This is an optimization exercise on Yosys and OpenROAD, whose aim is small area, a short achievable clock period and few clock cycles, not a production implementation. Where RTL was checked, it was by simulation tests only, not by an equivalence proof against the original. Power figures rest on the tool's default switching activity, not on a simulated workload.

Setup of job 4124:
==> flow/design.v (excerpt) <==
module cpu_core(
    input           clk,
    input           rst_n,
    output [31:0]   imem_addr,
    input  [31:0]   imem_rdata,
    output [31:0]   dmem_addr,
    output          dmem_we,
    output [3:0]    dmem_wstrb,
    output [31:0]   dmem_wdata,
    input  [31:0]   dmem_rdata
);
For scale: about 9000 cells after synthesis, roughly 170 I/O pins, roughly 0.090 mm2 of cells after synthesis.
Settings: LEC_CHECK=0, CAP_MARGIN=10, CORE_MARGIN=2, CORE_UTILIZATION=50, CTS_BUF_LIST=sky130_fd_sc_hd__clkbuf_4 sky130_fd_sc_hd__clkbuf_8, CTS_CLUSTER_DIAMETER=60, CTS_CLUSTER_SIZE=12, PLACE_DENSITY=0.65, SETUP_SLACK_MARGIN=5, SLEW_MARGIN=10; clock period 13.0 ns.
standard.sh (not shown) runs the stock make flow with config.mk's settings and CLKGATE_MAP_FILE= SYNTH_SCRIPT=/design/flow/synth_recipe.tcl, a recipe that flattens the netlist after the stock synthesis.
==> flow/flow/run.sh <==
#!/bin/bash
set -euo pipefail
bash standard.sh SETUP_SLACK_MARGIN=7.6 MATCH_CELL_FOOTPRINT=0 \
  "BUFFER_PORTS_ARGS=-buffer_cell sky130_fd_sc_hd__buf_2" finish > run_standard.log 2>&1
Testbench counts of job 4124, summed over its fixed seeds: cycles 76,130.
Inputs modified between job 4124 and job 4227:
Settings: CTS_CLUSTER_DIAMETER no longer set, was 60; CTS_CLUSTER_SIZE no longer set, was 12.
==> flow/flow/run.sh <==
#!/bin/bash
set -euo pipefail
bash standard.sh SETUP_SLACK_MARGIN=7.3 MATCH_CELL_FOOTPRINT=0 \
  "BUFFER_PORTS_ARGS=-buffer_cell sky130_fd_sc_hd__buf_2" finish > run_standard.log 2>&1
### Flow results
- Summary — final design instance area without fill, job 4227 relative to job 4124: higher, by 0.63%.
- Diff job 4124 -> job 4227: layout overhead on the synthesized area picked up an extra 0.71 points; count of cells along the worst hold path closely matched the old numbers; combinational group share of total power -4.3 points.
- Total instance count after detailed placement: job 4124 vs job 4227 — no meaningful difference
- Worst setup slack ends up higher on job 4124.
#### Input delta (job 3493 over job 4227)
Settings: changing CORE_UTILIZATION from 50 to 45; changing PLACE_DENSITY from 0.65 to 0.55.
[summary]
The largest fanout on the critical path in job 3493 sits 1 above the value recorded for job 4227. Job 3493 -> stages 100% | layout checks FAIL | max-capacitance violations, max-slew violations. Job 4227 finished all stages; the layout is clean. Overall power of the completed layout, job 3493 and job 4227: larger value in job 3493. Required time of the critical path (job 3493 over job 4227): decrease, 0.15 ns. Job 4227 has lower worst setup slack than job 3493.
### job 3493 -> job 6818
Settings: setting CTS_CLUSTER_SIZE to 12 for the first time; changing CORE_UTILIZATION from 45 to 50; changing PLACE_DENSITY from 0.55 to 0.65; setting CTS_CLUSTER_DIAMETER to 60 for the first time.
Results
Job 6818: done, clean on timing, DRC and antenna
Compared with job 3493, in job 6818 cell area after layout has decreased; H-tree level count has decreased; combinational group share of total power has increased; number of pins with negative max-slew slack in the final report has decreased.
imem_rdata[16] as the startpoint of the worst setup timing path was reported by job 6818, and imem_rdata[24] by job 3493.
After detailed routing, job 3493 needs more wire than job 6818.

cpu_core, a different RTL version from the one above (not shown whole).
Size: roughly 8200 cells after synthesis, ~1300 flip-flops, about 170 I/O pins, ~84000 sq um of cells after synthesis.
clock: 13.0 ns
lec_check: 0
cap_margin: 20
core_margin: 2
core_utilization: 50
place_density: 0.65
setup_slack_margin: 5
slew_margin: 20
run.sh (not shown) runs the stock make flow with config.mk's settings and CLKGATE_MAP_FILE= SYNTH_SCRIPT=/design/flow/synth_recipe.tcl, a recipe that flattens the netlist after the stock synthesis.
Stock flow here: none of the scripts above is used.
==> next run, changes <==
==> flow/flow/run.sh (new file) <==
#!/bin/bash
set -euo pipefail
bash standard.sh SETUP_SLACK_MARGIN=7.5 finish > run_standard.log 2>&1
==> flow/standard.sh (new file) <==
#!/bin/bash
# synth_recipe.tcl (not shown) runs the flow's synth.tcl, then flattens the netlist and writes it again
# the make line also repeats each setting of config.mk as NAME=value (left out here)
make -C /OpenROAD-flow-scripts/flow DESIGN_CONFIG=/design/flow/config.mk WORK_HOME=/design/flow/orfs CLKGATE_MAP_FILE= SYNTH_SCRIPT=/design/flow/synth_recipe.tcl "${@:-finish}"
removed: flow/run.sh
After rerunning: Worst hold slack got worse by 0.030 ns. Cell count is higher by about 4.3%. Global-route usage is higher by 2.0 points. Sequential share of layout area drops by 3.0 points. Non-clock buffer count rises by 441. Die area is unchanged. Fmax rises by 11%. Wire length goes up by about 4.7%. Flip-flop and latch count stays the same. Setup slack is better by 0.79 ns. Power climbs by 16%.
No functional check of the RTL was part of any run of this note.

-- port drivers added, routing unchanged --
Ports are ideal in the flow. The routed layouts listed here were re-timed in OpenROAD. Step 1 assumes that a clkbuf_16 drives the clock port and a buf_2 every other input. Step 2 times the ports against the registers' clock, not the clock port: input delays grow and output delays shrink by t, the midpoint of the rising clock arrivals with the driver on. Slacks: ideal ports / drivers / drivers and shift; pairs: ideal ports / drivers.
| run | t (ns) | slack for setup (ns) | clock arrival spread, ns | worst slew at a driven data input, ns | cell pins on the clock port's net |
|---|---|---|---|---|---|
| job 4124 | 1.092 | 7.313 / 7.313 / 6.349 | 0.095 / 0.095 | 0.22 | 1 |
| job 4227 | 1.132 | 7.103 / 7.140 / 6.008 | 0.123 / 0.123 | 0.18 | 1 |
| job 3493 | 1.130 | 7.182 / 7.193 / 6.063 | 0.103 / 0.103 | 0.40 | 1 |
| job 6818 | 1.093 | 7.110 / 7.154 / 6.061 | 0.093 / 0.092 | 0.19 | 1 |
| the first run of note 2 | 0.915 | 5.088 / 5.000 / 4.821 | 0.056 / 0.055 | 0.05 | 1 |
| the second run of note 2 | 0.899 | 5.877 / 5.787 / 5.967 | 0.092 / 0.092 | 0.06 | 1 |
For job 3493, which loses most, drivers alone change the setup slack by +0.011 ns; drivers and shift together by -1.119 ns.
